Source: an optimization exercise on an open RTL-to-GDS flow (aim: small area, a short achievable clock period and few clock cycles). Production flows keep margins and buffers that such runs may drop. Function was not checked in any run shown here: the RTL went through the layout flow alone. Power is estimated from default activity; no workload was simulated.

## flow/design.v (module list and top-level ports; edited modules follow where they fit)
// module mac: 375 lines
// module projeto: 55 lines
module projeto(
    input ck,
    input inicio,
    input rst,
    input [15:0] X,
    input [15:0] A,
    input [15:0] B,
    input [15:0] C,
    output pronto,
    output overflow,
    output [15:0] resultado
);
  // ...
==> flow/flow/run.sh <==
#!/bin/bash
# The standard layout (standard.sh) with these changes:
#  - the multiply-add tree, module mac, is laid out from flow/mac_cells.v, the
#    same circuit as mac in rtl/ula.v built from cells by hand (both are
#    generated by gen/mkhand.py), so that its partial products are single
#    NAND gates feeding full-adder cells of inverted polarity;
#  - synthesis skips Yosys's early "abc -fast" (SYNTH_ARGS=-noabc);
#  - port buffers use the smallest buffer, but for the X ports (buf_4).
# Registers and their names are those of the standard synthesis.
set -euo pipefail
export SYNTH_ARGS="-noabc"
export BUFFER_PORTS_ARGS="-buffer_cell sky130_fd_sc_hd__buf_1"
# ... except the X ports, whose buffers drive many gates (flow/xbuf.tcl)
export POST_GLOBAL_PLACE_TCL="$PWD/flow/xbuf.tcl"
# design.v with module mac replaced by the cell-level one
awk '/^module mac\(/ {skip = 1} !skip {print} skip && /^endmodule/ {skip = 0}' design.v > design_cells.v
grep -q '^module mac(' design_cells.v && { echo "module mac still in design_cells.v"; exit 1; }
cat flow/mac_cells.v >> design_cells.v
sed "s#CLKGATE_MAP_FILE= #CLKGATE_MAP_FILE= VERILOG_FILES=$PWD/design_cells.v #" standard.sh > standard_cells.sh
grep -q "VERILOG_FILES=$PWD/design_cells.v" standard_cells.sh
bash standard_cells.sh > standard.log 2>&1
==> flow/flow/xbuf.tcl <==
set db [ord::get_db]
set block [ord::get_db_block]
set big [$db findMaster sky130_fd_sc_hd__buf_4]
foreach bterm [$block getBTerms] {
  if { ![string match {X\[*} [$bterm getName]] } { continue }
  set net [$bterm getNet]
  foreach iterm [$net getITerms] {
    set inst [$iterm getInst]
    if { [string match sky130_fd_sc_hd__buf_* [[$inst getMaster] getName]] } {
      $inst swapMaster $big
      puts "xbuf: [$inst getName] of [$bterm getName] -> sky130_fd_sc_hd__buf_4"
    }
  }
}
==> flow/standard.sh <==
#!/bin/bash
# synth_recipe.tcl (not shown) runs the flow's synth.tcl, then flattens the netlist and writes it again
# the make line also repeats each setting of config.mk as NAME=value (left out here)
make -C /OpenROAD-flow-scripts/flow DESIGN_CONFIG=/design/flow/config.mk WORK_HOME=/design/flow/orfs CLKGATE_MAP_FILE= SYNTH_SCRIPT=/design/flow/synth_recipe.tcl "${@:-finish}"
==> flow/config.mk <==
export PLATFORM = sky130hd
export DESIGN_NAME = projeto
export DESIGN_NICKNAME = projeto
export VERILOG_FILES = /design/flow/design.v
export SDC_FILE = /design/flow/constraint.sdc
export NUM_CORES = 4
export LEC_CHECK = 0
export CAP_MARGIN = 20
export CORE_MARGIN = 2
export CORE_UTILIZATION = 60
export CTS_BUF_LIST = sky130_fd_sc_hd__clkbuf_4 sky130_fd_sc_hd__clkbuf_8
export SETUP_SLACK_MARGIN = 4.7
export SLEW_MARGIN = 20
==> flow/constraint.sdc <==
create_clock -name core_clock -period 9.5 [get_ports {ck}]
set_input_delay 1.9000 -clock core_clock [delete_from_list [all_inputs] [get_ports {ck}]]
set_output_delay 1.9000 -clock core_clock [all_outputs]
set_load 0.01 [all_outputs]
Not shown: flow/flow/mac_cells.v
==> impl_metrics.env, run 1 <==
export IMPL_outcome="no timing/DRC/antenna violations"
export IMPL_power_total_mw=2.20
export IMPL_met2_length_um=5920
export IMPL_reg2reg_from="qc[8]"
export IMPL_synth_top_family_by_area="adder cells"
export IMPL_yosysMostFrequentCell="nand2_1"
export IMPL_fin_skew_ns=0.0117
export IMPL_largest_reg_flops=16
export IMPL_grt_pass1_vias=3938
export IMPL_grt_overflow=0
export IMPL_synth_top_cell_by_area="fa_1"
export IMPL_fmax_mhz=206
export IMPL_grt_usage=0.285
export IMPL_finalWorstSetupSlack_ns=4.65
export IMPL_period_share=0.511
export IMPL_drt_total_wl_um=11800
export IMPL_crit_path_max_fanout=5
export IMPL_cts_root_buf="clkbuf_8"
export IMPL_synthXorXnorAreaFrac=0.0467
export IMPL_grt_max_degree=37
export IMPL_worstPathCellList="fa_1, fa_1, inv_1, ha_4, nand4_1, o32a_1, nor4b_2, o21ai_1, buf_1"
export IMPL_met2_usage=0.488
export IMPL_top_usage_layer="met2"
export IMPL_reg2reg_slack_ns=4.89
export IMPL_drive_above_1_share=0.114
export IMPL_postLayoutCellArea_um2=5590
export IMPL_p_comb_frac=0.801
export IMPL_p_int_mw=1.12
export IMPL_cpPeakStageDelay_ns=0.53
export IMPL_synth_area_top_cells="fa_1, dfxtp_1, nand2_1, ha_1, buf_4"
export IMPL_synth_warnings=1
export IMPL_whs_ns=0.842
export IMPL_largest_register="qa"
export IMPL_synth_cells=494
==> module projeto, before the edit <==
module projeto(
    input ck,
    input inicio,
    input rst,
    input [15:0] X,
    input [15:0] A,
    input [15:0] B,
    input [15:0] C,
    output pronto,
    output overflow,
    output [15:0] resultado
);
    reg busy, pr, ov;
    reg [15:0] qa, qb, qc, qd;
    reg [2:0] ql;
    wire [15:0] ta = ~qa, tb = ~qb, tc = ~qc, td = ~qd;
    wire [15:0] cs = ta ^ tb ^ tc;
    wire [15:0] cm = (ta & tb) | (ta & tc) | (tb & tc);
    wire [17:0] v3 = {2'b00, cs} + {1'b0, cm, 1'b0};
    wire [17:0] vs = v3 + {2'b00, td[15:14], 14'd0};
    wire [16:0] v = {|vs[17:16], vs[15:0]};
    wire vo = ov | (|ql) | v[16];
    wire [15:0] m;       
    wire [15:0] kn = ~(busy ? C : B);
    wire [15:0] ra, rb, rc, rd;
    wire [4:0] cn;
    mac u(.a(A), .v(v[15:0]), .sel(busy), .m(m), .x(X), .kn(kn), .ra(ra), .rb(rb), .rc(rc), .rd(rd), .cn(cn));
    reg hi;
    integer i;
    always @(*) begin
        hi = 1'b0;
        for (i = 1; i < 16; i = i + 1)
            hi = hi | (m[i] & (|(X >> (16 - i))));
    end
    wire po = hi;
    wire [2:0] pl = {~&cn[2:0], ~cn[3], ~cn[4]};
    always @(posedge ck) begin
        qa <= ra;
        qb <= rb;
        qc <= rc;
        qd <= rd;
        ql <= pl;
        ov <= po | (busy & vo);
        if (rst) begin
            busy <= 1'b0;
            pr   <= 1'b0;
        end else begin
            busy <= ~busy & inicio;
            pr   <= busy;
        end
    end
    assign pronto = pr;
    assign resultado = v[15:0];
    assign overflow = vo;
endmodule
==> inputs of run 2 (changes only) <==
--- a/flow/design.v
+++ b/flow/design.v
@@ -149,18 +149,18 @@
     wire pp_14_1 = ~(m[14] & x[1]);
     wire pp_15_0 = ~(m[15] & x[0]);
     wire px1 = pp_0_15 ^ pp_1_14;
     wire px2 = pp_2_13 ^ pp_3_12;
     wire px3 = pp_4_11 ^ pp_5_10;
     wire px4 = pp_6_9 ^ pp_7_8;
     wire px5 = pp_10_5 ^ pp_11_4;
     wire px6 = pp_12_3 ^ pp_13_2;
-    wire px7 = pp_8_7 ^ pp_9_6;
-    wire px8 = pp_14_1 ^ pp_15_0;
+    wire px7 = pp_14_1 ^ pp_15_0;
+    wire px8 = pp_8_7 ^ pp_9_6;
     wire px9 = px1 ^ px2;
     wire px10 = px3 ^ px4;
     wire px11 = px5 ^ px6;
     wire px12 = px7 ^ px8;
     wire px13 = px10 ^ px9;
     wire px14 = px11 ^ px12;
     wire px15 = ~(px13 ^ px14);
     wire s16 = kn[1] ^ pp_0_1 ^ pp_1_0;
@@ -220,163 +220,159 @@
     wire s70 = c55 ^ c57 ^ s68;
     wire c71 = (c55 & c57) | (c55 & s68) | (c57 & s68);
     wire s72 = kn[8] ^ pp_0_8 ^ pp_1_7;
     wire c73 = (kn[8] & pp_0_8) | (kn[8] & pp_1_7) | (pp_0_8 & pp_1_7);
     wire s74 = pp_2_6 ^ pp_3_5 ^ pp_4_4;
     wire c75 = (pp_2_6 & pp_3_5) | (pp_2_6 & pp_4_4) | (pp_3_5 & pp_4_4);
     wire s76 = pp_5_3 ^ pp_6_2 ^ pp_7_1;
     wire c77 = (pp_5_3 & pp_6_2) | (pp_5_3 & pp_7_1) | (pp_6_2 & pp_7_1);
-    wire s78 = pp_8_0 ^ c59 ^ c61;
-    wire c79 = (pp_8_0 & c59) | (pp_8_0 & c61) | (c59 & c61);
-    wire s80 = c63 ^ s72 ^ s74;
-    wire c81 = (c63 & s72) | (c63 & s74) | (s72 & s74);
-    wire s82 = s76 ^ c65 ^ s78;
-    wire c83 = (s76 & c65) | (s76 & s78) | (c65 & s78);
+    wire s78 = c59 ^ c61 ^ c63;
+    wire c79 = (c59 & c61) | (c59 & c63) | (c61 & c63);
+    wire s80 = s72 ^ s74 ^ s76;
+    wire c81 = (s72 & s74) | (s72 & s76) | (s74 & s76);
+    wire s82 = pp_8_0 ^ c65 ^ s78;
+    wire c83 = (pp_8_0 & c65) | (pp_8_0 & s78) | (c65 & s78);
     wire s84 = s80 ^ c67 ^ s82;
     wire c85 = (s80 & c67) | (s80 & s82) | (c67 & s82);
     wire s86 = kn[9] ^ pp_0_9 ^ pp_1_8;
     wire c87 = (kn[9] & pp_0_9) | (kn[9] & pp_1_8) | (pp_0_9 & pp_1_8);
     wire s88 = pp_2_7 ^ pp_3_6 ^ pp_4_5;
     wire c89 = (pp_2_7 & pp_3_6) | (pp_2_7 & pp_4_5) | (pp_3_6 & pp_4_5);
     wire s90 = pp_5_4 ^ pp_6_3 ^ pp_7_2;
     wire c91 = (pp_5_4 & pp_6_3) | (pp_5_4 & pp_7_2) | (pp_6_3 & pp_7_2);
-    wire s92 = pp_8_1 ^ pp_9_0 ^ c73;
-    wire c93 = (pp_8_1 & pp_9_0) | (pp_8_1 & c73) | (pp_9_0 & c73);
-    wire s94 = c75 ^ c77 ^ s86;
-    wire c95 = (c75 & c77) | (c75 & s86) | (c77 & s86);
-    wire s96 = s88 ^ s90 ^ s92;
-    wire c97 = (s88 & s90) | (s88 & s92) | (s90 & s92);
-    wire s98 = c79 ^ c81 ^ s94;
-    wire c99 = (c79 & c81) | (c79 & s94) | (c81 & s94);
+    wire s92 = c73 ^ c75 ^ c77;
+    wire c93 = (c73 & c75) | (c73 & c77) | (c75 & c77);
+    wire s94 = s86 ^ s88 ^ s90;
+    wire c95 = (s86 & s88) | (s86 & s90) | (s88 & s90);
+    wire s96 = pp_8_1 ^ pp_9_0 ^ c79;
+    wire c97 = (pp_8_1 & pp_9_0) | (pp_8_1 & c79) | (pp_9_0 & c79);
+    wire s98 = c81 ^ s92 ^ s94;
+    wire c99 = (c81 & s92) | (c81 & s94) | (s92 & s94);
     wire s100 = s96 ^ c83 ^ s98;
     wire c101 = (s96 & c83) | (s96 & s98) | (c83 & s98);
     wire s102 = kn[10] ^ pp_0_10 ^ pp_1_9;
     wire c103 = (kn[10] & pp_0_10) | (kn[10] & pp_1_9) | (pp_0_10 & pp_1_9);
     wire s104 = pp_2_8 ^ pp_3_7 ^ pp_4_6;
     wire c105 = (pp_2_8 & pp_3_7) | (pp_2_8 & pp_4_6) | (pp_3_7 & pp_4_6);
     wire s106 = pp_5_5 ^ pp_6_4 ^ pp_7_3;
     wire c107 = (pp_5_5 & pp_6_4) | (pp_5_5 & pp_7_3) | (pp_6_4 & pp_7_3);
-    wire s108 = pp_10_0 ^ pp_8_2 ^ pp_9_1;
-    wire c109 = (pp_10_0 & pp_8_2) | (pp_10_0 & pp_9_1) | (pp_8_2 & pp_9_1);
-    wire s110 = c87 ^ c89 ^ c91;
-    wire c111 = (c87 & c89) | (c87 & c91) | (c89 & c91);
-    wire s112 = s102 ^ s104 ^ s106;
-    wire c113 = (s102 & s104) | (s102 & s106) | (s104 & s106);
-    wire s114 = s108 ^ c93 ^ c95;
-    wire c115 = (s108 & c93) | (s108 & c95) | (c93 & c95);
+    wire s108 = c87 ^ c89 ^ c91;
+    wire c109 = (c87 & c89) | (c87 & c91) | (c89 & c91);
+    wire s110 = s102 ^ s104 ^ s106;
+    wire c111 = (s102 & s104) | (s102 & s106) | (s104 & s106);
+    wire s112 = pp_10_0 ^ pp_8_2 ^ pp_9_1;
+    wire c113 = (pp_10_0 & pp_8_2) | (pp_10_0 & pp_9_1) | (pp_8_2 & pp_9_1);
+    wire s114 = c93 ^ c95 ^ s108;
+    wire c115 = (c93 & c95) | (c93 & s108) | (c95 & s108);
     wire s116 = s110 ^ s112 ^ c97;
     wire c117 = (s110 & s112) | (s110 & c97) | (s112 & c97);
-    wire s118 = s114 ^ c99 ^ s116;
-    wire c119 = (s114 & c99) | (s114 & s116) | (c99 & s116);
+    wire s118 = c99 ^ s114 ^ s116;
+    wire c119 = (c99 & s114) | (c99 & s116) | (s114 & s116);
     wire s120 = kn[11] ^ pp_0_11 ^ pp_1_10;
     wire c121 = (kn[11] & pp_0_11) | (kn[11] & pp_1_10) | (pp_0_11 & pp_1_10);
     wire s122 = pp_2_9 ^ pp_3_8 ^ pp_4_7;
     wire c123 = (pp_2_9 & pp_3_8) | (pp_2_9 & pp_4_7) | (pp_3_8 & pp_4_7);
     wire s124 = pp_5_6 ^ pp_6_5 ^ pp_7_4;
     wire c125 = (pp_5_6 & pp_6_5) | (pp_5_6 & pp_7_4) | (pp_6_5 & pp_7_4);
-    wire s126 = pp_10_1 ^ pp_11_0 ^ pp_8_3;
-    wire c127 = (pp_10_1 & pp_11_0) | (pp_10_1 & pp_8_3) | (pp_11_0 & pp_8_3);
-    wire s128 = pp_9_2 ^ c103 ^ c105;
-    wire c129 = (pp_9_2 & c103) | (pp_9_2 & c105) | (c103 & c105);
-    wire s130 = c107 ^ s120 ^ s122;
-    wire c131 = (c107 & s120) | (c107 & s122) | (s120 & s122);
-    wire s132 = s124 ^ c109 ^ s126;
-    wire c133 = (s124 & c109) | (s124 & s126) | (c109 & s126);
-    wire s134 = c111 ^ c113 ^ s128;
-    wire c135 = (c111 & c113) | (c111 & s128) | (c113 & s128);
-    wire s136 = s130 ^ s132 ^ c115;
-    wire c137 = (s130 & s132) | (s130 & c115) | (s132 & c115);
+    wire s126 = c103 ^ c105 ^ c107;
+    wire c127 = (c103 & c105) | (c103 & c107) | (c105 & c107);
+    wire s128 = s120 ^ s122 ^ s124;
+    wire c129 = (s120 & s122) | (s120 & s124) | (s122 & s124);
+    wire s130 = pp_10_1 ^ pp_11_0 ^ pp_8_3;
+    wire c131 = (pp_10_1 & pp_11_0) | (pp_10_1 & pp_8_3) | (pp_11_0 & pp_8_3);
+    wire s132 = pp_9_2 ^ c109 ^ c111;
+    wire c133 = (pp_9_2 & c109) | (pp_9_2 & c111) | (c109 & c111);
+    wire s134 = s126 ^ c113 ^ s128;
+    wire c135 = (s126 & c113) | (s126 & s128) | (c113 & s128);
+    wire s136 = s130 ^ c115 ^ s132;
+    wire c137 = (s130 & c115) | (s130 & s132) | (c115 & s132);
     wire s138 = s134 ^ c117 ^ s136;
     wire c139 = (s134 & c117) | (s134 & s136) | (c117 & s136);
     wire s140 = kn[12] ^ pp_0_12 ^ pp_1_11;
     wire c141 = (kn[12] & pp_0_12) | (kn[12] & pp_1_11) | (pp_0_12 & pp_1_11);
     wire s142 = pp_2_10 ^ pp_3_9 ^ pp_4_8;
     wire c143 = (pp_2_10 & pp_3_9) | (pp_2_10 & pp_4_8) | (pp_3_9 & pp_4_8);
     wire s144 = pp_5_7 ^ pp_6_6 ^ pp_7_5;
     wire c145 = (pp_5_7 & pp_6_6) | (pp_5_7 & pp_7_5) | (pp_6_6 & pp_7_5);
-    wire s146 = pp_10_2 ^ pp_11_1 ^ pp_12_0;
-    wire c147 = (pp_10_2 & pp_11_1) | (pp_10_2 & pp_12_0) | (pp_11_1 & pp_12_0);
-    wire s148 = pp_8_4 ^ pp_9_3 ^ c121;
-    wire c149 = (pp_8_4 & pp_9_3) | (pp_8_4 & c121) | (pp_9_3 & c121);
-    wire s150 = c123 ^ c125 ^ s140;
-    wire c151 = (c123 & c125) | (c123 & s140) | (c125 & s140);
-    wire s152 = s142 ^ s144 ^ c127;
-    wire c153 = (s142 & s144) | (s142 & c127) | (s144 & c127);
-    wire s154 = s146 ^ s148 ^ c129;
-    wire c155 = (s146 & s148) | (s146 & c129) | (s148 & c129);
-    wire s156 = c131 ^ s150 ^ s152;
-    wire c157 = (c131 & s150) | (c131 & s152) | (s150 & s152);
-    wire s158 = c133 ^ s154 ^ c135;
-    wire c159 = (c133 & s154) | (c133 & c135) | (s154 & c135);
-    wire s160 = s156 ^ c137 ^ s158;
-    wire c161 = (s156 & c137) | (s156 & s158) | (c137 & s158);
-    wire s162 = kn[13] ^ pp_0_13 ^ pp_1_12;
-    wire c163 = (kn[13] & pp_0_13) | (kn[13] & pp_1_12) | (pp_0_13 & pp_1_12);
-    wire s164 = pp_2_11 ^ pp_3_10 ^ pp_4_9;
-    wire c165 = (pp_2_11 & pp_3_10) | (pp_2_11 & pp_4_9) | (pp_3_10 & pp_4_9);
-    wire s166 = pp_5_8 ^ pp_6_7 ^ pp_7_6;
-    wire c167 = (pp_5_8 & pp_6_7) | (pp_5_8 & pp_7_6) | (pp_6_7 & pp_7_6);
-    wire s168 = pp_10_3 ^ pp_11_2 ^ pp_12_1;
-    wire c169 = (pp_10_3 & pp_11_2) | (pp_10_3 & pp_12_1) | (pp_11_2 & pp_12_1);
-    wire s170 = pp_13_0 ^ pp_8_5 ^ pp_9_4;
-    wire c171 = (pp_13_0 & pp_8_5) | (pp_13_0 & pp_9_4) | (pp_8_5 & pp_9_4);
-    wire s172 = c141 ^ c143 ^ c145;
-    wire c173 = (c141 & c143) | (c141 & c145) | (c143 & c145);
-    wire s174 = s162 ^ s164 ^ s166;
-    wire c175 = (s162 & s164) | (s162 & s166) | (s164 & s166);
-    wire s176 = c147 ^ s168 ^ s170;
-    wire c177 = (c147 & s168) | (c147 & s170) | (s168 & s170);
-    wire s178 = c149 ^ c151 ^ s172;
-    wire c179 = (c149 & c151) | (c149 & s172) | (c151 & s172);
-    wire s180 = s174 ^ c153 ^ c155;
-    wire c181 = (s174 & c153) | (s174 & c155) | (c153 & c155);
-    wire s182 = s176 ^ s178 ^ c157;
-    wire c183 = (s176 & s178) | (s176 & c157) | (s178 & c157);
-    wire s184 = s180 ^ c159 ^ s182;
-    wire c185 = (s180 & c159) | (s180 & s182) | (c159 & s182);
-    wire s186 = kn[14] ^ pp_0_14 ^ pp_1_13;
-    wire c187 = (kn[14] & pp_0_14) | (kn[14] & pp_1_13) | (pp_0_14 & pp_1_13);
-    wire s188 = pp_2_12 ^ pp_3_11 ^ pp_4_10;
-    wire c189 = (pp_2_12 & pp_3_11) | (pp_2_12 & pp_4_10) | (pp_3_11 & pp_4_10);
-    wire s190 = pp_5_9 ^ pp_6_8 ^ pp_7_7;
-    wire c191 = (pp_5_9 & pp_6_8) | (pp_5_9 & pp_7_7) | (pp_6_8 & pp_7_7);
+    wire s146 = c121 ^ c123 ^ c125;
+    wire c147 = (c121 & c123) | (c121 & c125) | (c123 & c125);
+    wire s148 = s140 ^ s142 ^ s144;
+    wire c149 = (s140 & s142) | (s140 & s144) | (s142 & s144);
+    wire s150 = pp_10_2 ^ pp_11_1 ^ pp_12_0;
+    wire c151 = (pp_10_2 & pp_11_1) | (pp_10_2 & pp_12_0) | (pp_11_1 & pp_12_0);
+    wire s152 = pp_8_4 ^ pp_9_3 ^ c127;
+    wire c153 = (pp_8_4 & pp_9_3) | (pp_8_4 & c127) | (pp_9_3 & c127);
+    wire s154 = c129 ^ s146 ^ c131;
+    wire c155 = (c129 & s146) | (c129 & c131) | (s146 & c131);
+    wire s156 = s148 ^ s150 ^ s152;
+    wire c157 = (s148 & s150) | (s148 & s152) | (s150 & s152);
+    wire s158 = c133 ^ c135 ^ s154;
+    wire c159 = (c133 & c135) | (c133 & s154) | (c135 & s154);
+    wire s160 = kn[13] ^ pp_0_13 ^ pp_1_12;
+    wire c161 = (kn[13] & pp_0_13) | (kn[13] & pp_1_12) | (pp_0_13 & pp_1_12);
+    wire s162 = pp_2_11 ^ pp_3_10 ^ pp_4_9;
+    wire c163 = (pp_2_11 & pp_3_10) | (pp_2_11 & pp_4_9) | (pp_3_10 & pp_4_9);
+    wire s164 = pp_5_8 ^ pp_6_7 ^ pp_7_6;
+    wire c165 = (pp_5_8 & pp_6_7) | (pp_5_8 & pp_7_6) | (pp_6_7 & pp_7_6);
+    wire s166 = c141 ^ c143 ^ c145;
+    wire c167 = (c141 & c143) | (c141 & c145) | (c143 & c145);
+    wire s168 = s160 ^ s162 ^ s164;
+    wire c169 = (s160 & s162) | (s160 & s164) | (s162 & s164);
+    wire s170 = pp_10_3 ^ pp_11_2 ^ pp_12_1;
+    wire c171 = (pp_10_3 & pp_11_2) | (pp_10_3 & pp_12_1) | (pp_11_2 & pp_12_1);
+    wire s172 = pp_13_0 ^ pp_8_5 ^ pp_9_4;
+    wire c173 = (pp_13_0 & pp_8_5) | (pp_13_0 & pp_9_4) | (pp_8_5 & pp_9_4);
+    wire s174 = c147 ^ c149 ^ s166;
+    wire c175 = (c147 & c149) | (c147 & s166) | (c149 & s166);
+    wire s176 = c151 ^ s168 ^ s170;
+    wire c177 = (c151 & s168) | (c151 & s170) | (s168 & s170);
+    wire s178 = s172 ^ c153 ^ c155;
+    wire c179 = (s172 & c153) | (s172 & c155) | (c153 & c155);
+    wire s180 = s174 ^ s176 ^ c157;
+    wire c181 = (s174 & s176) | (s174 & c157) | (s176 & c157);
+    wire s182 = kn[14] ^ pp_0_14 ^ pp_1_13;
+    wire c183 = (kn[14] & pp_0_14) | (kn[14] & pp_1_13) | (pp_0_14 & pp_1_13);
+    wire s184 = pp_2_12 ^ pp_3_11 ^ pp_4_10;
+    wire c185 = (pp_2_12 & pp_3_11) | (pp_2_12 & pp_4_10) | (pp_3_11 & pp_4_10);
+    wire s186 = pp_5_9 ^ pp_6_8 ^ pp_7_7;
+    wire c187 = (pp_5_9 & pp_6_8) | (pp_5_9 & pp_7_7) | (pp_6_8 & pp_7_7);
+    wire s188 = c161 ^ c163 ^ c165;
+    wire c189 = (c161 & c163) | (c161 & c165) | (c163 & c165);
+    wire s190 = s182 ^ s184 ^ s186;
+    wire c191 = (s182 & s184) | (s182 & s186) | (s184 & s186);
     wire s192 = pp_10_4 ^ pp_11_3 ^ pp_12_2;
     wire c193 = (pp_10_4 & pp_11_3) | (pp_10_4 & pp_12_2) | (pp_11_3 & pp_12_2);
-    wire s194 = pp_13_1 ^ pp_8_6 ^ pp_9_5;
-    wire c195 = (pp_13_1 & pp_8_6) | (pp_13_1 & pp_9_5) | (pp_8_6 & pp_9_5);
-    wire s196 = c163 ^ c165 ^ c167;
-    wire c197 = (c163 & c165) | (c163 & c167) | (c165 & c167);
-    wire s198 = s186 ^ s188 ^ s190;
-    wire c199 = (s186 & s188) | (s186 & s190) | (s188 & s190);
-    wire s200 = c169 ^ c171 ^ s192;
-    wire c201 = (c169 & c171) | (c169 & s192) | (c171 & s192);
-    wire s202 = s194 ^ c173 ^ pp_14_0;
-    wire c203 = (s194 & c173) | (s194 & pp_14_0) | (c173 & pp_14_0);
-    wire s204 = c175 ^ s196 ^ s198;
-    wire c205 = (c175 & s196) | (c175 & s198) | (s196 & s198);
-    wire s206 = c177 ^ s200 ^ c179;
-    wire c207 = (c177 & s200) | (c177 & c179) | (s200 & c179);
-    wire s208 = s202 ^ s204 ^ c181;
-    wire c209 = (s202 & s204) | (s202 & c181) | (s204 & c181);
-    wire s210 = kn[15] ^ c187 ^ c189;
-    wire c211 = (kn[15] & c187) | (kn[15] & c189) | (c187 & c189);
-    wire s212 = c191 ^ c193 ^ c195;
-    wire c213 = (c191 & c193) | (c191 & c195) | (c193 & c195);
-    wire s214 = c197 ^ c199 ^ s210;
-    wire c215 = (c197 & c199) | (c197 & s210) | (c199 & s210);
-    wire s216 = c201 ^ s212 ^ c203;
-    wire c217 = (c201 & s212) | (c201 & c203) | (s212 & c203);
-    wire s218 = c205 ^ s214 ^ c207;
-    wire c219 = (c205 & s214) | (c205 & c207) | (s214 & c207);
-    assign ra = {px15, s206, c161, c139, c119, c101, c85, c69, s70, s56, s44, s34, s26, s20, s16, kn[0]};
-    assign rb = {s216, c183, s184, s160, s138, s118, s100, s84, 1'b1, c45, 1'b1, 1'b1, 1'b1, 1'b1, 1'b1, pp_0_0};
-    assign rc = {c209, s208, 1'b1, 1'b1, 1'b1, 1'b1, 1'b1, c71, 1'b1, 1'b1, 1'b1, 1'b1, 1'b1, 1'b1, 1'b1, 1'b1};
-    assign rd = {s218, c185, 1'b1, 1'b1, 1'b1, 1'b1, 1'b1, 1'b1, 1'b1, 1'b1, 1'b1, 1'b1, 1'b1, 1'b1, 1'b1, 1'b1};
-    assign cn = {c219, c217, c215, c213, c211};
+    wire s194 = pp_13_1 ^ pp_14_0 ^ pp_8_6;
+    wire c195 = (pp_13_1 & pp_14_0) | (pp_13_1 & pp_8_6) | (pp_14_0 & pp_8_6);
+    wire s196 = pp_9_5 ^ c167 ^ c169;
+    wire c197 = (pp_9_5 & c167) | (pp_9_5 & c169) | (c167 & c169);
+    wire s198 = s188 ^ c171 ^ c173;
+    wire c199 = (s188 & c171) | (s188 & c173) | (c171 & c173);
+    wire s200 = s190 ^ s192 ^ s194;
+    wire c201 = (s190 & s192) | (s190 & s194) | (s192 & s194);
+    wire s202 = c175 ^ s196 ^ c177;
+    wire c203 = (c175 & s196) | (c175 & c177) | (s196 & c177);
+    wire s204 = s198 ^ s200 ^ c179;
+    wire c205 = (s198 & s200) | (s198 & c179) | (s200 & c179);
+    wire s206 = kn[15] ^ c183 ^ c185;
+    wire c207 = (kn[15] & c183) | (kn[15] & c185) | (c183 & c185);
+    wire s208 = c187 ^ c189 ^ c191;
+    wire c209 = (c187 & c189) | (c187 & c191) | (c189 & c191);
+    wire s210 = s206 ^ c193 ^ c195;
+    wire c211 = (s206 & c193) | (s206 & c195) | (c193 & c195);
+    wire s212 = c197 ^ px15 ^ s208;
+    wire c213 = (c197 & px15) | (c197 & s208) | (px15 & s208);
+    wire s214 = c199 ^ c201 ^ s210;
+    wire c215 = (c199 & c201) | (c199 & s210) | (c201 & s210);
+    assign ra = {c203, s202, s178, s156, c119, c101, c85, c69, s70, s56, s44, s34, s26, s20, s16, kn[0]};
+    assign rb = {s212, c181, c159, c137, s138, s118, s100, s84, 1'b1, c45, 1'b1, 1'b1, 1'b1, 1'b1, 1'b1, pp_0_0};
+    assign rc = {s214, s204, s180, s158, 1'b1, 1'b1, 1'b1, c71, 1'b1, 1'b1, 1'b1, 1'b1, 1'b1, 1'b1, 1'b1, 1'b1};
+    assign rd = {c205, 1'b1, 1'b1, c139, 1'b1, 1'b1, 1'b1, 1'b1, 1'b1, 1'b1, 1'b1, 1'b1, 1'b1, 1'b1, 1'b1, 1'b1};
+    assign cn = {c215, c213, c211, c209, c207};
 endmodule
 module projeto(
     input ck,
     input inicio,
     input rst,
     input [15:0] X,
     input [15:0] A,
     input [15:0] B,
@@ -384,20 +380,22 @@
     output pronto,
     output overflow,
     output [15:0] resultado
 );
     reg busy, pr, ov;
     reg [15:0] qa, qb, qc, qd;
     reg [2:0] ql;
     wire [15:0] ta = ~qa, tb = ~qb, tc = ~qc, td = ~qd;
-    wire [15:0] cs = ta ^ tb ^ tc;
-    wire [15:0] cm = (ta & tb) | (ta & tc) | (tb & tc);
-    wire [17:0] v3 = {2'b00, cs} + {1'b0, cm, 1'b0};
-    wire [17:0] vs = v3 + {2'b00, td[15:14], 14'd0};
+    wire [15:0] s1 = ta ^ tb ^ tc;
+    wire [15:0] c1 = (ta & tb) | (ta & tc) | (tb & tc);
+    wire [15:0] d1 = {c1[14:0], 1'b0};
+    wire [15:0] s2 = s1 ^ td ^ d1;
+    wire [15:0] c2 = (s1 & td) | (s1 & d1) | (td & d1);
+    wire [17:0] vs = {2'b00, s2} + {1'b0, c2, 1'b0} + {1'b0, c1[15], 16'd0};
     wire [16:0] v = {|vs[17:16], vs[15:0]};
     wire vo = ov | (|ql) | v[16];
     wire [15:0] m;       
     wire [15:0] kn = ~(busy ? C : B);
     wire [15:0] ra, rb, rc, rd;
     wire [4:0] cn;
     mac u(.a(A), .v(v[15:0]), .sel(busy), .m(m), .x(X), .kn(kn), .ra(ra), .rb(rb), .rc(rc), .rd(rd), .cn(cn));
     reg hi;
--- a/flow/flow/mac_cells.v
+++ b/flow/flow/mac_cells.v
@@ -329,19 +329,19 @@
     sky130_fd_sc_hd__xor2_1 g_px3 (.A(pp_4_11), .B(pp_5_10), .X(px3));
     wire px4;
     sky130_fd_sc_hd__xor2_1 g_px4 (.A(pp_6_9), .B(pp_7_8), .X(px4));
     wire px5;
     sky130_fd_sc_hd__xor2_1 g_px5 (.A(pp_10_5), .B(pp_11_4), .X(px5));
     wire px6;
     sky130_fd_sc_hd__xor2_1 g_px6 (.A(pp_12_3), .B(pp_13_2), .X(px6));
     wire px7;
-    sky130_fd_sc_hd__xor2_1 g_px7 (.A(pp_8_7), .B(pp_9_6), .X(px7));
+    sky130_fd_sc_hd__xor2_1 g_px7 (.A(pp_14_1), .B(pp_15_0), .X(px7));
     wire px8;
-    sky130_fd_sc_hd__xor2_1 g_px8 (.A(pp_14_1), .B(pp_15_0), .X(px8));
+    sky130_fd_sc_hd__xor2_1 g_px8 (.A(pp_8_7), .B(pp_9_6), .X(px8));
     wire px9;
     sky130_fd_sc_hd__xor2_1 g_px9 (.A(px1), .B(px2), .X(px9));
     wire px10;
     sky130_fd_sc_hd__xor2_1 g_px10 (.A(px3), .B(px4), .X(px10));
     wire px11;
     sky130_fd_sc_hd__xor2_1 g_px11 (.A(px5), .B(px6), .X(px11));
     wire px12;
     sky130_fd_sc_hd__xor2_1 g_px12 (.A(px7), .B(px8), .X(px12));
@@ -410,155 +410,151 @@
     sky130_fd_sc_hd__fa_1 g_s70 (.A(c55), .B(c57), .CIN(s68), .COUT(c71), .SUM(s70));
     wire s72, c73;
     sky130_fd_sc_hd__fa_1 g_s72 (.A(kn[8]), .B(pp_0_8), .CIN(pp_1_7), .COUT(c73), .SUM(s72));
     wire s74, c75;
     sky130_fd_sc_hd__fa_1 g_s74 (.A(pp_2_6), .B(pp_3_5), .CIN(pp_4_4), .COUT(c75), .SUM(s74));
     wire s76, c77;
     sky130_fd_sc_hd__fa_1 g_s76 (.A(pp_5_3), .B(pp_6_2), .CIN(pp_7_1), .COUT(c77), .SUM(s76));
     wire s78, c79;
-    sky130_fd_sc_hd__fa_1 g_s78 (.A(pp_8_0), .B(c59), .CIN(c61), .COUT(c79), .SUM(s78));
+    sky130_fd_sc_hd__fa_1 g_s78 (.A(c59), .B(c61), .CIN(c63), .COUT(c79), .SUM(s78));
     wire s80, c81;
-    sky130_fd_sc_hd__fa_1 g_s80 (.A(c63), .B(s72), .CIN(s74), .COUT(c81), .SUM(s80));
+    sky130_fd_sc_hd__fa_1 g_s80 (.A(s72), .B(s74), .CIN(s76), .COUT(c81), .SUM(s80));
     wire s82, c83;
-    sky130_fd_sc_hd__fa_1 g_s82 (.A(s76), .B(c65), .CIN(s78), .COUT(c83), .SUM(s82));
+    sky130_fd_sc_hd__fa_1 g_s82 (.A(pp_8_0), .B(c65), .CIN(s78), .COUT(c83), .SUM(s82));
     wire s84, c85;
     sky130_fd_sc_hd__fa_1 g_s84 (.A(s80), .B(c67), .CIN(s82), .COUT(c85), .SUM(s84));
     wire s86, c87;
     sky130_fd_sc_hd__fa_1 g_s86 (.A(kn[9]), .B(pp_0_9), .CIN(pp_1_8), .COUT(c87), .SUM(s86));
     wire s88, c89;
     sky130_fd_sc_hd__fa_1 g_s88 (.A(pp_2_7), .B(pp_3_6), .CIN(pp_4_5), .COUT(c89), .SUM(s88));
     wire s90, c91;
     sky130_fd_sc_hd__fa_1 g_s90 (.A(pp_5_4), .B(pp_6_3), .CIN(pp_7_2), .COUT(c91), .SUM(s90));
     wire s92, c93;
-    sky130_fd_sc_hd__fa_1 g_s92 (.A(pp_8_1), .B(pp_9_0), .CIN(c73), .COUT(c93), .SUM(s92));
+    sky130_fd_sc_hd__fa_1 g_s92 (.A(c73), .B(c75), .CIN(c77), .COUT(c93), .SUM(s92));
     wire s94, c95;
-    sky130_fd_sc_hd__fa_1 g_s94 (.A(c75), .B(c77), .CIN(s86), .COUT(c95), .SUM(s94));
+    sky130_fd_sc_hd__fa_1 g_s94 (.A(s86), .B(s88), .CIN(s90), .COUT(c95), .SUM(s94));
     wire s96, c97;
-    sky130_fd_sc_hd__fa_1 g_s96 (.A(s88), .B(s90), .CIN(s92), .COUT(c97), .SUM(s96));
+    sky130_fd_sc_hd__fa_1 g_s96 (.A(pp_8_1), .B(pp_9_0), .CIN(c79), .COUT(c97), .SUM(s96));
     wire s98, c99;
-    sky130_fd_sc_hd__fa_1 g_s98 (.A(c79), .B(c81), .CIN(s94), .COUT(c99), .SUM(s98));
+    sky130_fd_sc_hd__fa_1 g_s98 (.A(c81), .B(s92), .CIN(s94), .COUT(c99), .SUM(s98));
     wire s100, c101;
     sky130_fd_sc_hd__fa_1 g_s100 (.A(s96), .B(c83), .CIN(s98), .COUT(c101), .SUM(s100));
     wire s102, c103;
     sky130_fd_sc_hd__fa_1 g_s102 (.A(kn[10]), .B(pp_0_10), .CIN(pp_1_9), .COUT(c103), .SUM(s102));
     wire s104, c105;
     sky130_fd_sc_hd__fa_1 g_s104 (.A(pp_2_8), .B(pp_3_7), .CIN(pp_4_6), .COUT(c105), .SUM(s104));
     wire s106, c107;
     sky130_fd_sc_hd__fa_1 g_s106 (.A(pp_5_5), .B(pp_6_4), .CIN(pp_7_3), .COUT(c107), .SUM(s106));
     wire s108, c109;
-    sky130_fd_sc_hd__fa_1 g_s108 (.A(pp_10_0), .B(pp_8_2), .CIN(pp_9_1), .COUT(c109), .SUM(s108));
+    sky130_fd_sc_hd__fa_1 g_s108 (.A(c87), .B(c89), .CIN(c91), .COUT(c109), .SUM(s108));
     wire s110, c111;
-    sky130_fd_sc_hd__fa_1 g_s110 (.A(c87), .B(c89), .CIN(c91), .COUT(c111), .SUM(s110));
+    sky130_fd_sc_hd__fa_1 g_s110 (.A(s102), .B(s104), .CIN(s106), .COUT(c111), .SUM(s110));
     wire s112, c113;
-    sky130_fd_sc_hd__fa_1 g_s112 (.A(s102), .B(s104), .CIN(s106), .COUT(c113), .SUM(s112));
+    sky130_fd_sc_hd__fa_1 g_s112 (.A(pp_10_0), .B(pp_8_2), .CIN(pp_9_1), .COUT(c113), .SUM(s112));
     wire s114, c115;
-    sky130_fd_sc_hd__fa_1 g_s114 (.A(s108), .B(c93), .CIN(c95), .COUT(c115), .SUM(s114));
+    sky130_fd_sc_hd__fa_1 g_s114 (.A(c93), .B(c95), .CIN(s108), .COUT(c115), .SUM(s114));
     wire s116, c117;
     sky130_fd_sc_hd__fa_1 g_s116 (.A(s110), .B(s112), .CIN(c97), .COUT(c117), .SUM(s116));
     wire s118, c119;
-    sky130_fd_sc_hd__fa_1 g_s118 (.A(s114), .B(c99), .CIN(s116), .COUT(c119), .SUM(s118));
+    sky130_fd_sc_hd__fa_1 g_s118 (.A(c99), .B(s114), .CIN(s116), .COUT(c119), .SUM(s118));
     wire s120, c121;
     sky130_fd_sc_hd__fa_1 g_s120 (.A(kn[11]), .B(pp_0_11), .CIN(pp_1_10), .COUT(c121), .SUM(s120));
     wire s122, c123;
     sky130_fd_sc_hd__fa_1 g_s122 (.A(pp_2_9), .B(pp_3_8), .CIN(pp_4_7), .COUT(c123), .SUM(s122));
     wire s124, c125;
     sky130_fd_sc_hd__fa_1 g_s124 (.A(pp_5_6), .B(pp_6_5), .CIN(pp_7_4), .COUT(c125), .SUM(s124));
     wire s126, c127;
-    sky130_fd_sc_hd__fa_1 g_s126 (.A(pp_10_1), .B(pp_11_0), .CIN(pp_8_3), .COUT(c127), .SUM(s126));
+    sky130_fd_sc_hd__fa_1 g_s126 (.A(c103), .B(c105), .CIN(c107), .COUT(c127), .SUM(s126));
     wire s128, c129;
-    sky130_fd_sc_hd__fa_1 g_s128 (.A(pp_9_2), .B(c103), .CIN(c105), .COUT(c129), .SUM(s128));
+    sky130_fd_sc_hd__fa_1 g_s128 (.A(s120), .B(s122), .CIN(s124), .COUT(c129), .SUM(s128));
     wire s130, c131;
-    sky130_fd_sc_hd__fa_1 g_s130 (.A(c107), .B(s120), .CIN(s122), .COUT(c131), .SUM(s130));
+    sky130_fd_sc_hd__fa_1 g_s130 (.A(pp_10_1), .B(pp_11_0), .CIN(pp_8_3), .COUT(c131), .SUM(s130));
     wire s132, c133;
-    sky130_fd_sc_hd__fa_1 g_s132 (.A(s124), .B(c109), .CIN(s126), .COUT(c133), .SUM(s132));
+    sky130_fd_sc_hd__fa_1 g_s132 (.A(pp_9_2), .B(c109), .CIN(c111), .COUT(c133), .SUM(s132));
     wire s134, c135;
-    sky130_fd_sc_hd__fa_1 g_s134 (.A(c111), .B(c113), .CIN(s128), .COUT(c135), .SUM(s134));
+    sky130_fd_sc_hd__fa_1 g_s134 (.A(s126), .B(c113), .CIN(s128), .COUT(c135), .SUM(s134));
     wire s136, c137;
-    sky130_fd_sc_hd__fa_1 g_s136 (.A(s130), .B(s132), .CIN(c115), .COUT(c137), .SUM(s136));
+    sky130_fd_sc_hd__fa_1 g_s136 (.A(s130), .B(c115), .CIN(s132), .COUT(c137), .SUM(s136));
     wire s138, c139;
     sky130_fd_sc_hd__fa_1 g_s138 (.A(s134), .B(c117), .CIN(s136), .COUT(c139), .SUM(s138));
     wire s140, c141;
     sky130_fd_sc_hd__fa_1 g_s140 (.A(kn[12]), .B(pp_0_12), .CIN(pp_1_11), .COUT(c141), .SUM(s140));
     wire s142, c143;
     sky130_fd_sc_hd__fa_1 g_s142 (.A(pp_2_10), .B(pp_3_9), .CIN(pp_4_8), .COUT(c143), .SUM(s142));
     wire s144, c145;
     sky130_fd_sc_hd__fa_1 g_s144 (.A(pp_5_7), .B(pp_6_6), .CIN(pp_7_5), .COUT(c145), .SUM(s144));
     wire s146, c147;
-    sky130_fd_sc_hd__fa_1 g_s146 (.A(pp_10_2), .B(pp_11_1), .CIN(pp_12_0), .COUT(c147), .SUM(s146));
+    sky130_fd_sc_hd__fa_1 g_s146 (.A(c121), .B(c123), .CIN(c125), .COUT(c147), .SUM(s146));
     wire s148, c149;
-    sky130_fd_sc_hd__fa_1 g_s148 (.A(pp_8_4), .B(pp_9_3), .CIN(c121), .COUT(c149), .SUM(s148));
+    sky130_fd_sc_hd__fa_1 g_s148 (.A(s140), .B(s142), .CIN(s144), .COUT(c149), .SUM(s148));
     wire s150, c151;
-    sky130_fd_sc_hd__fa_1 g_s150 (.A(c123), .B(c125), .CIN(s140), .COUT(c151), .SUM(s150));
+    sky130_fd_sc_hd__fa_1 g_s150 (.A(pp_10_2), .B(pp_11_1), .CIN(pp_12_0), .COUT(c151), .SUM(s150));
     wire s152, c153;
-    sky130_fd_sc_hd__fa_1 g_s152 (.A(s142), .B(s144), .CIN(c127), .COUT(c153), .SUM(s152));
+    sky130_fd_sc_hd__fa_1 g_s152 (.A(pp_8_4), .B(pp_9_3), .CIN(c127), .COUT(c153), .SUM(s152));
     wire s154, c155;
-    sky130_fd_sc_hd__fa_1 g_s154 (.A(s146), .B(s148), .CIN(c129), .COUT(c155), .SUM(s154));
+    sky130_fd_sc_hd__fa_1 g_s154 (.A(c129), .B(s146), .CIN(c131), .COUT(c155), .SUM(s154));
     wire s156, c157;
-    sky130_fd_sc_hd__fa_1 g_s156 (.A(c131), .B(s150), .CIN(s152), .COUT(c157), .SUM(s156));
+    sky130_fd_sc_hd__fa_1 g_s156 (.A(s148), .B(s150), .CIN(s152), .COUT(c157), .SUM(s156));
     wire s158, c159;
-    sky130_fd_sc_hd__fa_1 g_s158 (.A(c133), .B(s154), .CIN(c135), .COUT(c159), .SUM(s158));
+    sky130_fd_sc_hd__fa_1 g_s158 (.A(c133), .B(c135), .CIN(s154), .COUT(c159), .SUM(s158));
     wire s160, c161;
-    sky130_fd_sc_hd__fa_1 g_s160 (.A(s156), .B(c137), .CIN(s158), .COUT(c161), .SUM(s160));
+    sky130_fd_sc_hd__fa_1 g_s160 (.A(kn[13]), .B(pp_0_13), .CIN(pp_1_12), .COUT(c161), .SUM(s160));
     wire s162, c163;
-    sky130_fd_sc_hd__fa_1 g_s162 (.A(kn[13]), .B(pp_0_13), .CIN(pp_1_12), .COUT(c163), .SUM(s162));
+    sky130_fd_sc_hd__fa_1 g_s162 (.A(pp_2_11), .B(pp_3_10), .CIN(pp_4_9), .COUT(c163), .SUM(s162));
     wire s164, c165;
-    sky130_fd_sc_hd__fa_1 g_s164 (.A(pp_2_11), .B(pp_3_10), .CIN(pp_4_9), .COUT(c165), .SUM(s164));
+    sky130_fd_sc_hd__fa_1 g_s164 (.A(pp_5_8), .B(pp_6_7), .CIN(pp_7_6), .COUT(c165), .SUM(s164));
     wire s166, c167;
-    sky130_fd_sc_hd__fa_1 g_s166 (.A(pp_5_8), .B(pp_6_7), .CIN(pp_7_6), .COUT(c167), .SUM(s166));
+    sky130_fd_sc_hd__fa_1 g_s166 (.A(c141), .B(c143), .CIN(c145), .COUT(c167), .SUM(s166));
     wire s168, c169;
-    sky130_fd_sc_hd__fa_1 g_s168 (.A(pp_10_3), .B(pp_11_2), .CIN(pp_12_1), .COUT(c169), .SUM(s168));
+    sky130_fd_sc_hd__fa_1 g_s168 (.A(s160), .B(s162), .CIN(s164), .COUT(c169), .SUM(s168));
     wire s170, c171;
-    sky130_fd_sc_hd__fa_1 g_s170 (.A(pp_13_0), .B(pp_8_5), .CIN(pp_9_4), .COUT(c171), .SUM(s170));
+    sky130_fd_sc_hd__fa_1 g_s170 (.A(pp_10_3), .B(pp_11_2), .CIN(pp_12_1), .COUT(c171), .SUM(s170));
     wire s172, c173;
-    sky130_fd_sc_hd__fa_1 g_s172 (.A(c141), .B(c143), .CIN(c145), .COUT(c173), .SUM(s172));
+    sky130_fd_sc_hd__fa_1 g_s172 (.A(pp_13_0), .B(pp_8_5), .CIN(pp_9_4), .COUT(c173), .SUM(s172));
     wire s174, c175;
-    sky130_fd_sc_hd__fa_1 g_s174 (.A(s162), .B(s164), .CIN(s166), .COUT(c175), .SUM(s174));
+    sky130_fd_sc_hd__fa_1 g_s174 (.A(c147), .B(c149), .CIN(s166), .COUT(c175), .SUM(s174));
     wire s176, c177;
-    sky130_fd_sc_hd__fa_1 g_s176 (.A(c147), .B(s168), .CIN(s170), .COUT(c177), .SUM(s176));
+    sky130_fd_sc_hd__fa_1 g_s176 (.A(c151), .B(s168), .CIN(s170), .COUT(c177), .SUM(s176));
     wire s178, c179;
-    sky130_fd_sc_hd__fa_1 g_s178 (.A(c149), .B(c151), .CIN(s172), .COUT(c179), .SUM(s178));
+    sky130_fd_sc_hd__fa_1 g_s178 (.A(s172), .B(c153), .CIN(c155), .COUT(c179), .SUM(s178));
     wire s180, c181;
-    sky130_fd_sc_hd__fa_1 g_s180 (.A(s174), .B(c153), .CIN(c155), .COUT(c181), .SUM(s180));
+    sky130_fd_sc_hd__fa_1 g_s180 (.A(s174), .B(s176), .CIN(c157), .COUT(c181), .SUM(s180));
     wire s182, c183;
-    sky130_fd_sc_hd__fa_1 g_s182 (.A(s176), .B(s178), .CIN(c157), .COUT(c183), .SUM(s182));
+    sky130_fd_sc_hd__fa_1 g_s182 (.A(kn[14]), .B(pp_0_14), .CIN(pp_1_13), .COUT(c183), .SUM(s182));
     wire s184, c185;
-    sky130_fd_sc_hd__fa_1 g_s184 (.A(s180), .B(c159), .CIN(s182), .COUT(c185), .SUM(s184));
+    sky130_fd_sc_hd__fa_1 g_s184 (.A(pp_2_12), .B(pp_3_11), .CIN(pp_4_10), .COUT(c185), .SUM(s184));
     wire s186, c187;
-    sky130_fd_sc_hd__fa_1 g_s186 (.A(kn[14]), .B(pp_0_14), .CIN(pp_1_13), .COUT(c187), .SUM(s186));
+    sky130_fd_sc_hd__fa_1 g_s186 (.A(pp_5_9), .B(pp_6_8), .CIN(pp_7_7), .COUT(c187), .SUM(s186));
     wire s188, c189;
-    sky130_fd_sc_hd__fa_1 g_s188 (.A(pp_2_12), .B(pp_3_11), .CIN(pp_4_10), .COUT(c189), .SUM(s188));
+    sky130_fd_sc_hd__fa_1 g_s188 (.A(c161), .B(c163), .CIN(c165), .COUT(c189), .SUM(s188));
     wire s190, c191;
-    sky130_fd_sc_hd__fa_1 g_s190 (.A(pp_5_9), .B(pp_6_8), .CIN(pp_7_7), .COUT(c191), .SUM(s190));
+    sky130_fd_sc_hd__fa_1 g_s190 (.A(s182), .B(s184), .CIN(s186), .COUT(c191), .SUM(s190));
     wire s192, c193;
     sky130_fd_sc_hd__fa_1 g_s192 (.A(pp_10_4), .B(pp_11_3), .CIN(pp_12_2), .COUT(c193), .SUM(s192));
     wire s194, c195;
-    sky130_fd_sc_hd__fa_1 g_s194 (.A(pp_13_1), .B(pp_8_6), .CIN(pp_9_5), .COUT(c195), .SUM(s194));
+    sky130_fd_sc_hd__fa_1 g_s194 (.A(pp_13_1), .B(pp_14_0), .CIN(pp_8_6), .COUT(c195), .SUM(s194));
     wire s196, c197;
-    sky130_fd_sc_hd__fa_1 g_s196 (.A(c163), .B(c165), .CIN(c167), .COUT(c197), .SUM(s196));
+    sky130_fd_sc_hd__fa_1 g_s196 (.A(pp_9_5), .B(c167), .CIN(c169), .COUT(c197), .SUM(s196));
     wire s198, c199;
-    sky130_fd_sc_hd__fa_1 g_s198 (.A(s186), .B(s188), .CIN(s190), .COUT(c199), .SUM(s198));
+    sky130_fd_sc_hd__fa_1 g_s198 (.A(s188), .B(c171), .CIN(c173), .COUT(c199), .SUM(s198));
     wire s200, c201;
-    sky130_fd_sc_hd__fa_1 g_s200 (.A(c169), .B(c171), .CIN(s192), .COUT(c201), .SUM(s200));
+    sky130_fd_sc_hd__fa_1 g_s200 (.A(s190), .B(s192), .CIN(s194), .COUT(c201), .SUM(s200));
     wire s202, c203;
-    sky130_fd_sc_hd__fa_1 g_s202 (.A(s194), .B(c173), .CIN(pp_14_0), .COUT(c203), .SUM(s202));
+    sky130_fd_sc_hd__fa_1 g_s202 (.A(c175), .B(s196), .CIN(c177), .COUT(c203), .SUM(s202));
     wire s204, c205;
-    sky130_fd_sc_hd__fa_1 g_s204 (.A(c175), .B(s196), .CIN(s198), .COUT(c205), .SUM(s204));
+    sky130_fd_sc_hd__fa_1 g_s204 (.A(s198), .B(s200), .CIN(c179), .COUT(c205), .SUM(s204));
     wire s206, c207;
-    sky130_fd_sc_hd__fa_1 g_s206 (.A(c177), .B(s200), .CIN(c179), .COUT(c207), .SUM(s206));
+    sky130_fd_sc_hd__fa_1 g_s206 (.A(kn[15]), .B(c183), .CIN(c185), .COUT(c207), .SUM(s206));
     wire s208, c209;
-    sky130_fd_sc_hd__fa_1 g_s208 (.A(s202), .B(s204), .CIN(c181), .COUT(c209), .SUM(s208));
+    sky130_fd_sc_hd__fa_1 g_s208 (.A(c187), .B(c189), .CIN(c191), .COUT(c209), .SUM(s208));
     wire s210, c211;
-    sky130_fd_sc_hd__fa_1 g_s210 (.A(kn[15]), .B(c187), .CIN(c189), .COUT(c211), .SUM(s210));
+    sky130_fd_sc_hd__fa_1 g_s210 (.A(s206), .B(c193), .CIN(c195), .COUT(c211), .SUM(s210));
     wire s212, c213;
-    sky130_fd_sc_hd__fa_1 g_s212 (.A(c191), .B(c193), .CIN(c195), .COUT(c213), .SUM(s212));
+    sky130_fd_sc_hd__fa_1 g_s212 (.A(c197), .B(px15), .CIN(s208), .COUT(c213), .SUM(s212));
     wire s214, c215;
-    sky130_fd_sc_hd__fa_1 g_s214 (.A(c197), .B(c199), .CIN(s210), .COUT(c215), .SUM(s214));
-    wire s216, c217;
-    sky130_fd_sc_hd__fa_1 g_s216 (.A(c201), .B(s212), .CIN(c203), .COUT(c217), .SUM(s216));
-    wire s218, c219;
-    sky130_fd_sc_hd__fa_1 g_s218 (.A(c205), .B(s214), .CIN(c207), .COUT(c219), .SUM(s218));
-    assign ra = {px15, s206, c161, c139, c119, c101, c85, c69, s70, s56, s44, s34, s26, s20, s16, kn[0]};
-    assign rb = {s216, c183, s184, s160, s138, s118, s100, s84, 1'b1, c45, 1'b1, 1'b1, 1'b1, 1'b1, 1'b1, pp_0_0};
-    assign rc = {c209, s208, 1'b1, 1'b1, 1'b1, 1'b1, 1'b1, c71, 1'b1, 1'b1, 1'b1, 1'b1, 1'b1, 1'b1, 1'b1, 1'b1};
-    assign rd = {s218, c185, 1'b1, 1'b1, 1'b1, 1'b1, 1'b1, 1'b1, 1'b1, 1'b1, 1'b1, 1'b1, 1'b1, 1'b1, 1'b1, 1'b1};
-    assign cn = {c219, c217, c215, c213, c211};
+    sky130_fd_sc_hd__fa_1 g_s214 (.A(c199), .B(c201), .CIN(s210), .COUT(c215), .SUM(s214));
+    assign ra = {c203, s202, s178, s156, c119, c101, c85, c69, s70, s56, s44, s34, s26, s20, s16, kn[0]};
+    assign rb = {s212, c181, c159, c137, s138, s118, s100, s84, 1'b1, c45, 1'b1, 1'b1, 1'b1, 1'b1, 1'b1, pp_0_0};
+    assign rc = {s214, s204, s180, s158, 1'b1, 1'b1, 1'b1, c71, 1'b1, 1'b1, 1'b1, 1'b1, 1'b1, 1'b1, 1'b1, 1'b1};
+    assign rd = {c205, 1'b1, 1'b1, c139, 1'b1, 1'b1, 1'b1, 1'b1, 1'b1, 1'b1, 1'b1, 1'b1, 1'b1, 1'b1, 1'b1, 1'b1};
+    assign cn = {c215, c213, c211, c209, c207};
 endmodule
==> flow/config.mk (replaced) <==
export PLATFORM = sky130hd
export DESIGN_NAME = projeto
export DESIGN_NICKNAME = projeto
export VERILOG_FILES = /design/flow/design.v
export SDC_FILE = /design/flow/constraint.sdc
export NUM_CORES = 4
export LEC_CHECK = 0
export CAP_MARGIN = 20
export CORE_MARGIN = 2
export CORE_UTILIZATION = 60
export CTS_BUF_LIST = sky130_fd_sc_hd__clkbuf_4 sky130_fd_sc_hd__clkbuf_8
export SETUP_SLACK_MARGIN = 4.0
export SLEW_MARGIN = 20
==> run 2 against run 1 <==
Final cell count decreased by 0.45%. Utilization decreased by 1.2 points. Combinational power about the same. Flip-flop and latch count increased by 2. Critical path type unchanged. Critical endpoint unchanged.
==> impl_metrics.env, run 2 <==
export IMPL_port_buffers=84
export IMPL_chipWidth_um=96.0
export IMPL_synth_area_top_cells="fa_1, dfxtp_1, nand2_1, ha_1, buf_4"
export IMPL_grt_pass1_vias=3994
export IMPL_drive_above_1_share=0.0842
export IMPL_peakVddDrop_mv=0.208
export IMPL_arrival_ns=3.43
export IMPL_worstSetupPathType="reg -> out"
export IMPL_boundaryPins=85
export IMPL_fmax_mhz=188
export IMPL_async_flop_share=0
export IMPL_period_share=0.561
export IMPL_syn_avg_cell_area_um2=10.3
export IMPL_dp_hpwl_um=9540
export IMPL_wl_per_cell_um=17.5
export IMPL_worst_slew_pin_slew_ns=0.955
export IMPL_crit_top_cell="fa_1"
export IMPL_cap_violations=0
export IMPL_final_common_cell="nand2_1"
export IMPL_cp_required_ns=7.60
export IMPL_synth_ff_type="dfxtp_1"
export IMPL_timing_rr_end="qc[14]"
export IMPL_rows=33
export IMPL_cpPeakStageDelay_ns=0.52
export IMPL_final_nets=752
export IMPL_initial_core_util=0.618
export IMPL_dr_pass1_iters=4
export IMPL_reg_largest_list="qa: 16 flops, qb: 10 flops, qc: 5 flops"
export IMPL_finalCriticalPeriod_ns=5.33
export IMPL_crit_path_max_fanout=4
export IMPL_crit_slowest_cell="fa_1"
export IMPL_ctsResizeCount=0
export IMPL_ys_seq_elements=39
export IMPL_end_kind="primary output"
export IMPL_path_clk_slew_ns=0.08
export IMPL_dpl_cell_area_um2=5400
export IMPL_fp_dieH_um=96.0
export IMPL_cts_buffer_depth=2
export IMPL_crit_path_end="overflow"
export IMPL_p_sw_frac=0.510
export IMPL_synth_top_cell_area_share=0.418
export IMPL_grt_overflow=0
export IMPL_clkPwrFrac=0.053
export IMPL_ys_types=48
export IMPL_ant_nets=0
export IMPL_die_area_um2=9210
export IMPL_ys_seq_area_frac=0.154
export IMPL_finalHoldViolCount=0
export IMPL_cts_root_buf="clkbuf_8"
export IMPL_cellPowerDensity_nw_per_um2=393
export IMPL_synthesis_nets=687
export IMPL_antenna_found_initial=0
export IMPL_core_um2=8220
export IMPL_hp_class="reg -> reg"
export IMPL_postLayoutCellArea_um2=5490
export IMPL_timing_setup_tns_ns=0
export IMPL_postCtsSetupRepairBufs=0
export IMPL_reg2reg_from="qb[10]"
export IMPL_p_comb_frac=0.807
export IMPL_worstPathCellList="fa_1, fa_1, inv_1, ha_1, and3_1, a221o_1, a22oi_1, mux2i_1, or3_1, buf_1"
export IMPL_grt_usage=0.279
export IMPL_cts_tree="done"
export IMPL_ys_top_cells_by_count="nand2_1, fa_1, dfxtp_1, inv_1, buf_4"
export IMPL_drcViolationCount=0
export IMPL_syn_cell_area_um2=5080
export IMPL_syn_to_final_growth_pct=8.06
export IMPL_final_cell_mix="nand2_1, fa_1, buf_1"
export IMPL_htreeDepth=2
export IMPL_ff2ff_path_depth=14
export IMPL_startpoint="qc[12]"
export IMPL_fin_skew_ns=0.00692
export IMPL_clock_sinks=39
export IMPL_largest_register="qa"
export IMPL_max_slew_margin=0.363
export IMPL_grt_max_degree=37
export IMPL_rsz0062_at_grt="no"
export IMPL_startpoint_type="flip-flop"
export IMPL_antenna_cells=0
export IMPL_cts_hold_buffers=0
export IMPL_grt_pass1_wl_um=19100
export IMPL_vias=3747
export IMPL_p_int_mw=1.06
export IMPL_vias_per_cell=5.65
export IMPL_p_leak_nw=2.18
export IMPL_power_switching_mw=1.10
export IMPL_setup_viol=0
export IMPL_seqPwrFrac=0.140
export IMPL_synth_edf_count=0
export IMPL_clock_latency_ns=0.29
export IMPL_largest_reg_flops=16
export IMPL_outcome="no timing/DRC/antenna violations"
export IMPL_cts_made_buffers=5
export IMPL_drt_total_wl_um=11600
export IMPL_synth_warnings=1
export IMPL_yosysMostFrequentCell="nand2_1"
export IMPL_synth_top_cell_by_area="fa_1"
export IMPL_reg2reg_slack_ns=5.00
export IMPL_synth_cells=492
export IMPL_slew_violations=0
export IMPL_first_iter_violations=250
## run 2: critical path, delay by kind of cell (launching register included)
| family | cells | cell delay [ns] |
|---|---|---|
| fa+ha+maj | 3 | 1.36 |
| compound gates | 2 | 0.50 |
| mux | 1 | 0.38 |
| simple gates | 2 | 0.37 |
| flops | 1 | 0.33 |
| buf+inv | 2 | 0.20 |
## run 2: metal layers
metal  vias up  GRT usage  routed length, um
li1       1693          -                  -
met1      1893      0.359               4750
met2       146      0.498               5900
met3        15     0.0392                785
met4         0     0.0679                199
met5         -          0                  0
## run 2: area by class of cell
class | instances | area, um^2
Sequential cell | 39 | 782
Clock buffer | 6 | 76.3
Fill cell | 693 | 2730
Inverter | 30 | 113
Multi-Input combinational cell | 395 | 3980
Tap cell | 105 | 131
Clock inverter | 2 | 12.5
Timing Repair Buffer | 86 | 390
## run 2: cell families (layout without fill, tap and decap cells)
group,count (synthesis),after routing,share of synthesized area
multiplexers,33,33,0.0690
adder cells (fa/ha/maj),128,128,0.472
AO/OA/AOI/OAI,30,30,0.0471
flip-flops,39,39,0.154
XOR/XNOR,27,27,0.0466
buffers and inverters,58,124,0.0621
AND/OR/NAND/NOR,177,177,0.149
## run 2: power groups by stage
stage / Clock, mW / Combinational, mW / Sequential, mW
after floorplan: 0 / 1.44 / 0.295
final: 0.115 / 1.74 / 0.301
after CTS: 0.118 / 1.75 / 0.302
after global placement: 0 / 1.68 / 0.301
after global routing: 0.125 / 1.97 / 0.309
after detailed placement: 0 / 1.74 / 0.306
## run 2: worst min-delay path by stage
stage / from / to / slack [ns] / cells after the start
6_report: ql[2] / ov / 0.83 / 4
5_1_grt: ql[2] / ov / 0.86 / 4
4_1_cts: ql[2] / ov / 0.84 / 4
3_5_place_dp: ql[2] / ov / 0.81 / 4
3_3_place_gp: ql[2] / ov / 0.79 / 4
2_1_floorplan: ql[2] / ov / 0.70 / 4
## run 2: through the flow
stage               setup slack [ns]  std cells  hold WS, ns  total power, mW   util
finish                          4.17        663        0.826             2.16  0.668
CTS                             4.17        663        0.839             2.17  0.668
global placement                4.52        655        0.792             1.99  0.650
global route                    4.06        663        0.861             2.41  0.668
detailed placement              4.48        655        0.814             2.04  0.657
floorplan                       4.79        492        0.698             1.73      -

-- port drivers added, routing unchanged --
In the flow no input, the clock included, has a driving cell. The finished layouts below were timed again as built, in two steps. Step 1: set_driving_cell puts a clkbuf_16 on ck and a buf_2 on each other input, an assumption about the parent block. Step 2 adds t to the input delays and takes it off the output delays; t is the mean of the earliest and latest rising clock arrival at the registers after step 1. Input paths then give back, and output paths get back, about the clock's delay inside the block. Three values: no drivers, after step 1, after step 2; two values: the first two.
| run | t, ns | slack for setup (ns) | hold slack, ns | worst register clock-pin slew, ns |
|---|---|---|---|---|
| run 1 | 0.334 | 4.648 / 4.616 / 4.503 | 0.842 / 0.842 / 0.842 | 0.09 / 0.09 |
| run 2 | 0.322 | 4.170 / 4.139 / 4.460 | 0.826 / 0.826 / 0.826 | 0.08 / 0.08 |
After both steps every run listed still meets setup and hold. The setup slack of run 1, which loses most, moves by -0.032 ns with the drivers and by -0.145 ns with both steps.
